From an optimization exercise on the open Yosys and OpenROAD flow, aimed at small area and a short achievable clock period; shortcuts taken in it are not production practice.
At most, simulation tests tie the RTL to the original design; equivalence was not proved.
No driver is modelled on the clock port, so clocking that relies on it looks cheaper here than on a real chip.
No activity file was given, so power comes from the tool's default toggle rates.

## top
module top (
    clk_in,
    rst_in,
    data_in,
    load_weight_in,
    in_valid_in,
    pop_in,
    sum_out
);
Size in the first run: roughly 28 I/O pins.
Settings: LEC_CHECK=0, CAP_MARGIN=20, CORE_MARGIN=2, CORE_UTILIZATION=40, SLEW_MARGIN=20, SYNTH_HIERARCHICAL=1, TNS_END_PERCENT=10; clock period 13.0 ns.
standard.sh (not shown) runs the stock make flow with config.mk's settings and CLKGATE_MAP_FILE= SYNTH_SCRIPT=/design/flow/synth_recipe.tcl, a recipe that flattens the netlist after the stock synthesis.
==> flow/flow/run.sh <==
#!/bin/bash
# Layout: the standard ORFS flow (standard.sh) with these changes to how
# the layout is made; the SDC (clock period, I/O delays, loads) is the standard flow's.
#  - repair_timing aims for extra setup slack, so the achieved period shrinks,
#    and may swap cells across footprints;
#  - the clock tree uses larger sink clusters and no dummy loads;
#  - the port buffers are buf_4 cells.
# ORFS's own logs are in orfs/logs; make's output is in orfs_make.log.
set -euo pipefail
bash standard.sh \
    SETUP_SLACK_MARGIN=9.0 \
    MATCH_CELL_FOOTPRINT=0 \
    BUFFER_PORTS_ARGS="-buffer_cell sky130_fd_sc_hd__buf_4" \
    CTS_ARGS="-sink_clustering_enable -repair_clock_nets -dont_use_dummy_load -sink_clustering_size 24 -sink_clustering_max_diameter 108" \
    finish > orfs_make.log 2>&1
The first run finished clean.
Next try:
--- a/flow/flow/run.sh
+++ b/flow/flow/run.sh
@@ -6,3 +6,4 @@
 #  - the clock tree uses larger sink clusters and no dummy loads;
-#  - the port buffers are buf_4 cells.
+#  - the port buffers are buf_4 cells;
+#  - fanout is limited to 16 from global placement on (flow/max_fanout.tcl).
 # ORFS's own logs are in orfs/logs; make's output is in orfs_make.log.
@@ -10,2 +11,3 @@
 bash standard.sh \
+    PRE_GLOBAL_PLACE_TCL="$PWD/flow/max_fanout.tcl" \
     SETUP_SLACK_MARGIN=9.0 \
@@ -13,3 +15,3 @@
     BUFFER_PORTS_ARGS="-buffer_cell sky130_fd_sc_hd__buf_4" \
-    CTS_ARGS="-sink_clustering_enable -repair_clock_nets -dont_use_dummy_load -sink_clustering_size 24 -sink_clustering_max_diameter 108" \
+    CTS_ARGS="-sink_clustering_enable -repair_clock_nets -dont_use_dummy_load -sink_clustering_size 22 -sink_clustering_max_diameter 105" \
     finish > orfs_make.log 2>&1
==> flow/flow/max_fanout.tcl (new file) <==
set_max_fanout 16 [current_design]
After rerunning:
- Now the flow completed and failed the layout checks on capacitance limit, slew limit
- non-clock buffer count is higher by 409
- die area is unchanged
- final area goes up slightly
- routed wire length drops by a few percent
- combinational power barely changes
- critical path depth came out higher by 4

* * *

Setup of red:
Another version of the RTL of top (not shown whole).
Size: roughly 18000 cells after synthesis, roughly 28 I/O pins, ~250000 µm² of cells after synthesis.
==> flow/config.mk <==
export PLATFORM = sky130hd
export DESIGN_NAME = top
export DESIGN_NICKNAME = top
export VERILOG_FILES = /design/flow/design.v
export SDC_FILE = /design/flow/constraint.sdc
export NUM_CORES = 8
export LEC_CHECK = 0
export CAP_MARGIN = 20
export CORE_MARGIN = 2
export CORE_UTILIZATION = 40
export SLEW_MARGIN = 20
export SYNTH_HIERARCHICAL = 1
==> flow/constraint.sdc <==
create_clock -name core_clock -period 13.0 [get_ports {clk_in}]
set_input_delay 2.6000 -clock core_clock [delete_from_list [all_inputs] [get_ports {clk_in}]]
set_output_delay 2.6000 -clock core_clock [all_outputs]
set_load 0.01 [all_outputs]
==> flow/flow/run.sh <==
#!/bin/bash
# Layout: the standard ORFS flow (standard.sh) with these changes to how
# the layout is made; the SDC (clock period, I/O delays, loads) is the standard flow's.
#  - repair_timing aims for extra setup slack, so the achieved period shrinks,
#    and may swap cells across footprints;
#  - the clock tree uses larger sink clusters and no dummy loads;
#  - the port buffers are buf_4 cells.
# ORFS's own logs are in orfs/logs; make's output is in orfs_make.log.
set -euo pipefail
bash standard.sh \
    SETUP_SLACK_MARGIN=9.2 \
    MATCH_CELL_FOOTPRINT=0 \
    BUFFER_PORTS_ARGS="-buffer_cell sky130_fd_sc_hd__buf_4" \
    CTS_ARGS="-sink_clustering_enable -repair_clock_nets -dont_use_dummy_load -sink_clustering_size 20 -sink_clustering_max_diameter 100" \
    finish > orfs_make.log 2>&1
diff inputs: red => blue
diff --git a/flow/flow/run.sh b/flow/flow/run.sh
--- a/flow/flow/run.sh
+++ b/flow/flow/run.sh
@@ -9,5 +9,5 @@
 set -euo pipefail
 bash standard.sh \
-    SETUP_SLACK_MARGIN=9.2 \
+    SETUP_SLACK_MARGIN=8.5 \
     MATCH_CELL_FOOTPRINT=0 \
     BUFFER_PORTS_ARGS="-buffer_cell sky130_fd_sc_hd__buf_4" \
--- outcome ---
- Diff red -> blue: worst setup slack went down 180 ps, total instance count after detailed placement neither gained nor lost much, final instance area went down by about 3.6%.
No run of this note included a check of the RTL's function; only the layout flow was run.

* * *

== run A ==
RTL: one of the versions met above, not the one the previous note started from.
Size in the first run: roughly 17,000 cells after synthesis, about 28 I/O pins.
clock: 13.0 ns
lec_check: 0
cap_margin: 20
core_margin: 2
core_utilization: 40
slew_margin: 20
synth_hierarchical: 1
tns_end_percent: 10
==> flow/flow/run.sh <==
#!/bin/bash
# Layout: the standard ORFS flow (standard.sh) with these changes to how
# the layout is made; the SDC (clock period, I/O delays, loads) is the standard flow's.
#  - repair_timing aims for extra setup slack, so the achieved period shrinks,
#    and may swap cells across footprints;
#  - the clock tree uses larger sink clusters and no dummy loads;
#  - the port buffers are buf_4 cells;
#  - the timing repair after global routing estimates wires with 30%
#    more capacitance (flow/pessimistic_rc.tcl).
# ORFS's own logs are in orfs/logs; make's output is in orfs_make.log.
set -euo pipefail
bash standard.sh \
    PRE_GLOBAL_ROUTE_TCL="$PWD/flow/pessimistic_rc.tcl" \
    SETUP_SLACK_MARGIN=9.0 \
    MATCH_CELL_FOOTPRINT=0 \
    BUFFER_PORTS_ARGS="-buffer_cell sky130_fd_sc_hd__buf_4" \
    CTS_ARGS="-sink_clustering_enable -repair_clock_nets -dont_use_dummy_load -sink_clustering_size 22 -sink_clustering_max_diameter 105" \
    finish > orfs_make.log 2>&1
==> flow/flow/pessimistic_rc.tcl <==
set rc_scale 1.3
foreach {layer c r} {
  li1  1.499e-04   7.176e-02
  met1 1.72375E-04 8.929e-04
  met2 1.36233E-04 8.929e-04
  met3 2.14962E-04 1.567e-04
  met4 1.48128E-04 1.567e-04
  met5 1.54087E-04 1.781e-05
} {
  set_layer_rc -layer $layer -capacitance [expr {$c * $rc_scale}] -resistance $r
}
set_wire_rc -signal -layer met1
set_wire_rc -clock -layer met3
[inputs] run B vs run A
diff --git a/flow/flow/run.sh b/flow/flow/run.sh
--- a/flow/flow/run.sh
+++ b/flow/flow/run.sh
@@ -7,3 +7,3 @@
 #  - the port buffers are buf_4 cells;
-#  - the timing repair after global routing estimates wires with 30%
+#  - the timing repairs after CTS and global routing estimate wires with 30%
 #    more capacitance (flow/pessimistic_rc.tcl).
@@ -12,2 +12,3 @@
 bash standard.sh \
+    PRE_CTS_TCL="$PWD/flow/pessimistic_rc.tcl" \
     PRE_GLOBAL_ROUTE_TCL="$PWD/flow/pessimistic_rc.tcl" \
Between run B and run A, the difference in worst hold slack is negligible.
Summary: with run A as the reference, sum of met3 wire segment lengths after detailed routing in run B moved up slightly.
Taking run A as the reference, in run B final critical delay including setup and external delays grew by 0.21 ns; total power held steady; critical path depth grew by 12; minimum setup slack in the final design shrank by 0.21 ns; non-filler instance count after layout held steady.
Taking run A as the reference, in run B wire length after detailed routing decreased by 0.34% relative to the old numbers; signed area change from the synthesized netlist to the final layout decreased by 0.19 points relative to the old numbers; fmax decreased by about 4.6% relative to the old numbers; wire length of the first global-routing pass closely matched the old numbers.
The inputs of run C differ from those of run B as listed below.
diff --git a/flow/flow/run.sh b/flow/flow/run.sh
--- a/flow/flow/run.sh
+++ b/flow/flow/run.sh
@@ -6,5 +6,3 @@
 #  - the clock tree uses larger sink clusters and no dummy loads;
-#  - the port buffers are buf_4 cells;
-#  - the timing repairs after CTS and global routing estimate wires with 30%
-#    more capacitance (flow/pessimistic_rc.tcl).
+#  - the port buffers are buf_4 cells.
 # ORFS's own logs are in orfs/logs; make's output is in orfs_make.log.
@@ -12,5 +10,3 @@
 bash standard.sh \
-    PRE_CTS_TCL="$PWD/flow/pessimistic_rc.tcl" \
-    PRE_GLOBAL_ROUTE_TCL="$PWD/flow/pessimistic_rc.tcl" \
-    SETUP_SLACK_MARGIN=9.0 \
+    SETUP_SLACK_MARGIN=8.8 \
     MATCH_CELL_FOOTPRINT=0 \
removed: flow/flow/pessimistic_rc.tcl
## What came out
Run B: full flow OK, the timing, DRC and antenna checks passed
What the final checks of run C revealed, after a flow that finished every stage, was a layout that fails on capacitance limit.
Diff run C..run B | clock network latency to the later pin of the worst-skew pair | negligible
Summary of run C over run B: routing usage on met3 now sits at about the same level, via count now sits lower, clock period minus final worst setup slack now sits lower, share of the core filled with cells now sits lower, total power now sits lower.
Here is what was changed in the inputs of run D compared with run C.
Settings: PLACE_DENSITY now 0.7, previously not set.
diff --git a/flow/flow/run.sh b/flow/flow/run.sh
--- a/flow/flow/run.sh
+++ b/flow/flow/run.sh
@@ -10,3 +10,3 @@
 bash standard.sh \
-    SETUP_SLACK_MARGIN=8.8 \
+    SETUP_SLACK_MARGIN=9.0 \
     MATCH_CELL_FOOTPRINT=0 \
- Run D was carried through to the last stage, and its layout satisfied the timing, DRC and antenna checks.
- Run D: total vias in the final route is 1,443 higher than what run C reported.
- Changes observed in run D relative to run C: static leakage picked up an extra about 0.6%, first-iteration DRC count shows an increase of 415.
- Higher setup slack among run C and run D: run C
- Count of buffering cells on the critical path with inverters included (lower): run D
- Overall routed net length of run D falls short of that of run C by a few percent.
- In the flow results for run C and run D, the smallest hold slack is smaller on run D.
- Post-route cell area: run D higher than run C
- Of run C and run D, the higher count of TritonRoute iterations in the first routing pass belongs to run D.
- On net total in the final layout, run C and run D are neck and neck.

* * *

Setup of the reference run:
top, a different RTL version from the one above (not shown whole).
Size: about 17,000 cells after synthesis, roughly 28 I/O pins, roughly 0.24 mm² of cells after synthesis.
clock: 13.0 ns
lec_check: 0
cap_margin: 20
core_margin: 2
core_utilization: 40
slew_margin: 20
synth_hierarchical: 1
==> flow/flow/run.sh <==
#!/bin/bash
# Layout: the standard ORFS flow (standard.sh) with these changes to how
# the layout is made; the SDC (clock period, I/O delays, loads) is the standard flow's.
#  - repair_timing aims for extra setup slack, so the achieved period shrinks,
#    and may swap cells across footprints;
#  - the clock tree uses larger sink clusters and no dummy loads;
#  - the port buffers are buf_4 cells.
# ORFS's own logs are in orfs/logs; make's output is in orfs_make.log.
set -euo pipefail
bash standard.sh \
    SETUP_SLACK_MARGIN=8.5 \
    MATCH_CELL_FOOTPRINT=0 \
    BUFFER_PORTS_ARGS="-buffer_cell sky130_fd_sc_hd__buf_4" \
    CTS_ARGS="-sink_clustering_enable -repair_clock_nets -dont_use_dummy_load -sink_clustering_size 20 -sink_clustering_max_diameter 100" \
    finish > orfs_make.log 2>&1
The following lists how the trial run was set up differently from the reference run:
- swapping 40 for 50 in CORE_UTILIZATION
- On design internal power, the reference run and the trial run are neck and neck.
- Summary of the trial run over the reference run: wire length now sits lower; final-layout clock buffer total lost 2; non-clock buffer area fraction after layout essentially unchanged; fmax went down; overall track demand over capacity in global routing shows an increase of 5.7 points.
- Global route total overflow: the trial run vs the reference run identical
- The count of multi-input combinational gates of the trial run and that of the reference run are within noise of each other.
- The utilization of the core after routing in the trial run was higher than what the reference run gave.
- Between the reference run and the trial run, the difference in overall power after layout is negligible.
- In the trial run, the final period demand of the worst path came out 49 ps above the value in the reference run.
No run of this note included a check of the RTL's function; only the layout flow was run.

* * *

v59:
top, a different RTL version from the one above (not shown whole).
For scale: roughly 240000 um^2 of cells after synthesis.
export LEC_CHECK = 0
export CAP_MARGIN = 20
export CORE_MARGIN = 2
export CORE_UTILIZATION = 40
export SLEW_MARGIN = 20
export SYNTH_HIERARCHICAL = 1
export TNS_END_PERCENT = 5
create_clock -name core_clock -period 13.0 [get_ports {clk_in}]
==> flow/flow/run.sh <==
#!/bin/bash
# Layout: the standard ORFS flow (standard.sh) with these changes to how
# the layout is made; the SDC (clock period, I/O delays, loads) is the standard flow's.
#  - repair_timing aims for extra setup slack, so the achieved period shrinks,
#    and may swap cells across footprints;
#  - the clock tree uses larger sink clusters and no dummy loads;
#  - the port buffers are buf_4 cells.
# ORFS's own logs are in orfs/logs; make's output is in orfs_make.log.
set -euo pipefail
bash standard.sh \
    SETUP_SLACK_MARGIN=9.3 \
    MATCH_CELL_FOOTPRINT=0 \
    BUFFER_PORTS_ARGS="-buffer_cell sky130_fd_sc_hd__buf_4" \
    CTS_ARGS="-sink_clustering_enable -repair_clock_nets -dont_use_dummy_load -sink_clustering_size 22 -sink_clustering_max_diameter 105" \
    finish > orfs_make.log 2>&1
The following lists how v23 was set up differently from v59:
# v59
export LEC_CHECK = 0
export CAP_MARGIN = 20
export CORE_MARGIN = 2
export CORE_UTILIZATION = 40
export SLEW_MARGIN = 20
export SYNTH_HIERARCHICAL = 1
export TNS_END_PERCENT = 5
create_clock -name core_clock -period 13.0 [get_ports {clk_in}]
# v23
export LEC_CHECK = 0
export CAP_MARGIN = 20
export CORE_MARGIN = 2
export CORE_UTILIZATION = 40
export SLEW_MARGIN = 20
export SYNTH_HIERARCHICAL = 1
export TNS_END_PERCENT = 10
create_clock -name core_clock -period 13.0 [get_ports {clk_in}]
diff --git a/flow/flow/run.sh b/flow/flow/run.sh
--- a/flow/flow/run.sh
+++ b/flow/flow/run.sh
@@ -11 +11 @@
-    SETUP_SLACK_MARGIN=9.3 \
+    SETUP_SLACK_MARGIN=9.0 \
==> run summary <==
v23 reached the end of the flow, and the finished layout is clean on the timing, DRC and antenna checks.
Per the comparison of v23 with v59, via count neither gained nor lost much, number of non-filler instances in the completed layout about even, highest attainable clock frequency lower.
Relative to v23, the following input files were edited for v29:
# v23
export LEC_CHECK = 0
export CAP_MARGIN = 20
export CORE_MARGIN = 2
export CORE_UTILIZATION = 40
export SLEW_MARGIN = 20
export SYNTH_HIERARCHICAL = 1
export TNS_END_PERCENT = 10
create_clock -name core_clock -period 13.0 [get_ports {clk_in}]
# v29
export LEC_CHECK = 0
export CAP_MARGIN = 20
export CORE_MARGIN = 2
export CORE_UTILIZATION = 40
export SLEW_MARGIN = 20
export SYNTH_HIERARCHICAL = 1
create_clock -name core_clock -period 13.0 [get_ports {clk_in}]
diff --git a/flow/flow/run.sh b/flow/flow/run.sh
--- a/flow/flow/run.sh
+++ b/flow/flow/run.sh
@@ -11 +11 @@
-    SETUP_SLACK_MARGIN=9.0 \
+    SETUP_SLACK_MARGIN=8.5 \
@@ -14 +14 @@
-    CTS_ARGS="-sink_clustering_enable -repair_clock_nets -dont_use_dummy_load -sink_clustering_size 22 -sink_clustering_max_diameter 105" \
+    CTS_ARGS="-sink_clustering_enable -repair_clock_nets -dont_use_dummy_load -sink_clustering_size 25 -sink_clustering_max_diameter 110" \
Notes after the runs:
- The run showing the greater time the worst path needs with I/O delays and setup is v29.
- v29 ends up with a clock skew after layout that is 20 ps higher than in v23.
- Clock power, v23 and v29: higher on v23
- Measured against v23, the non-clock buffer count of v29 comes out at 0.58 times the reference value.
- v29: fraction of the cycle the final worst path needs 1.2 points above v23
- Design area: v29 better than v23
- Summary — DRC violation total after the first TritonRoute iteration, v29 relative to v23: higher, by 0.96%.
- v23 has a higher growth of design area from synthesis to finish than v29.
- Compared to v23, v29 has footprint of the multi-input gates 3.3% lower.
- Taking v23 as 1.0, v29 lands at 0.848 on clock buffer count in the final layout.
- v29: fraction of cell area in non-clock buffers lower than v23
Edits applied to the flow inputs when going from v29 to v58:
diff --git a/flow/flow/run.sh b/flow/flow/run.sh
--- a/flow/flow/run.sh
+++ b/flow/flow/run.sh
@@ -11 +11 @@
-    SETUP_SLACK_MARGIN=8.5 \
+    SETUP_SLACK_MARGIN=8.0 \
@@ -14 +14 @@
-    CTS_ARGS="-sink_clustering_enable -repair_clock_nets -dont_use_dummy_load -sink_clustering_size 25 -sink_clustering_max_diameter 110" \
+    CTS_ARGS="-sink_clustering_enable -repair_clock_nets -dont_use_dummy_load -sink_clustering_size 20 -sink_clustering_max_diameter 100" \
Findings:
On global-route usage, v58 and v29 are basically level.
Looking at power consumed by the clock network, v58 sits about 14% above v29.
Compared with v29, v58 shows a count of clock-buffer cells in the layout that is about 30% higher.
Cell with the biggest individual delay on the critical path = xnor2_4: v29; cell with the biggest individual delay on the critical path = nor2_1: v58
Of v58 and v29, it is v58 that has the lower area growth from synthesis to layout.
Row number of cells traversed by the worst register-to-register path: v58 higher / v29 lower
Looking at hold slack across both flows, v58 is the weaker of the two, with v29 ahead.
There was hardly any difference in sequential fraction of total cell area between v58 and v29.
In terms of wire length of the first global-routing pass, v29 and v58 differ only marginally.
Comparing v58 and v29, the higher maximum frequency is on v29.

[separate check: timing with driven ports]
The results above use ideal ports. As a check the final layouts listed here were re-extracted and re-timed, cells and wires unchanged.
Step 1 sets driving cells, clkbuf_16 on the clock port and buf_2 on the other inputs (assumed; they add their load-dependent delay and slew).
Step 2 moves the port delays by t, midway between the first and last clock arrival at a register: inputs arrive t later, outputs are due t later. That takes back most of the time a late clock gives input paths.
Slacks: ideal ports / drivers / drivers and shift; pairs: ideal ports / drivers.
run	t (ns)	setup slack, ns	latest minus earliest clock arrival (ns)	pins driven straight from the clock port
the first run of note 1	1.090	8.629 / 8.495 / 7.405	0.122 / 0.122	1
the second run of note 1	1.095	8.642 / 8.623 / 7.528	0.137 / 0.137	1
red	1.084	8.479 / 8.479 / 7.506	0.198 / 0.198	1
blue	1.095	8.297 / 8.297 / 7.358	0.159 / 0.159	1
run A	1.100	8.681 / 8.497 / 7.397	0.168 / 0.168	1
run B	1.102	8.473 / 8.473 / 7.405	0.175 / 0.175	1
run C	1.099	8.601 / 8.459 / 7.360	0.175 / 0.175	1
run D	1.092	8.420 / 8.420 / 7.409	0.158 / 0.158	1
the reference run	1.069	8.172 / 8.172 / 7.187	0.186 / 0.187	1
the trial run	1.065	8.122 / 8.180 / 7.115	0.153 / 0.153	1
v59	1.107	8.586 / 8.330 / 7.224	0.097 / 0.097	1
v23	1.095	8.568 / 8.328 / 7.232	0.108 / 0.109	1
v29	1.105	8.409 / 8.451 / 7.400	0.169 / 0.169	1
v58	1.114	7.929 / 7.929 / 6.945	0.131 / 0.131	1
For v59, which loses most, drivers alone change the setup slack by -0.256 ns; drivers and shift together by -1.362 ns.
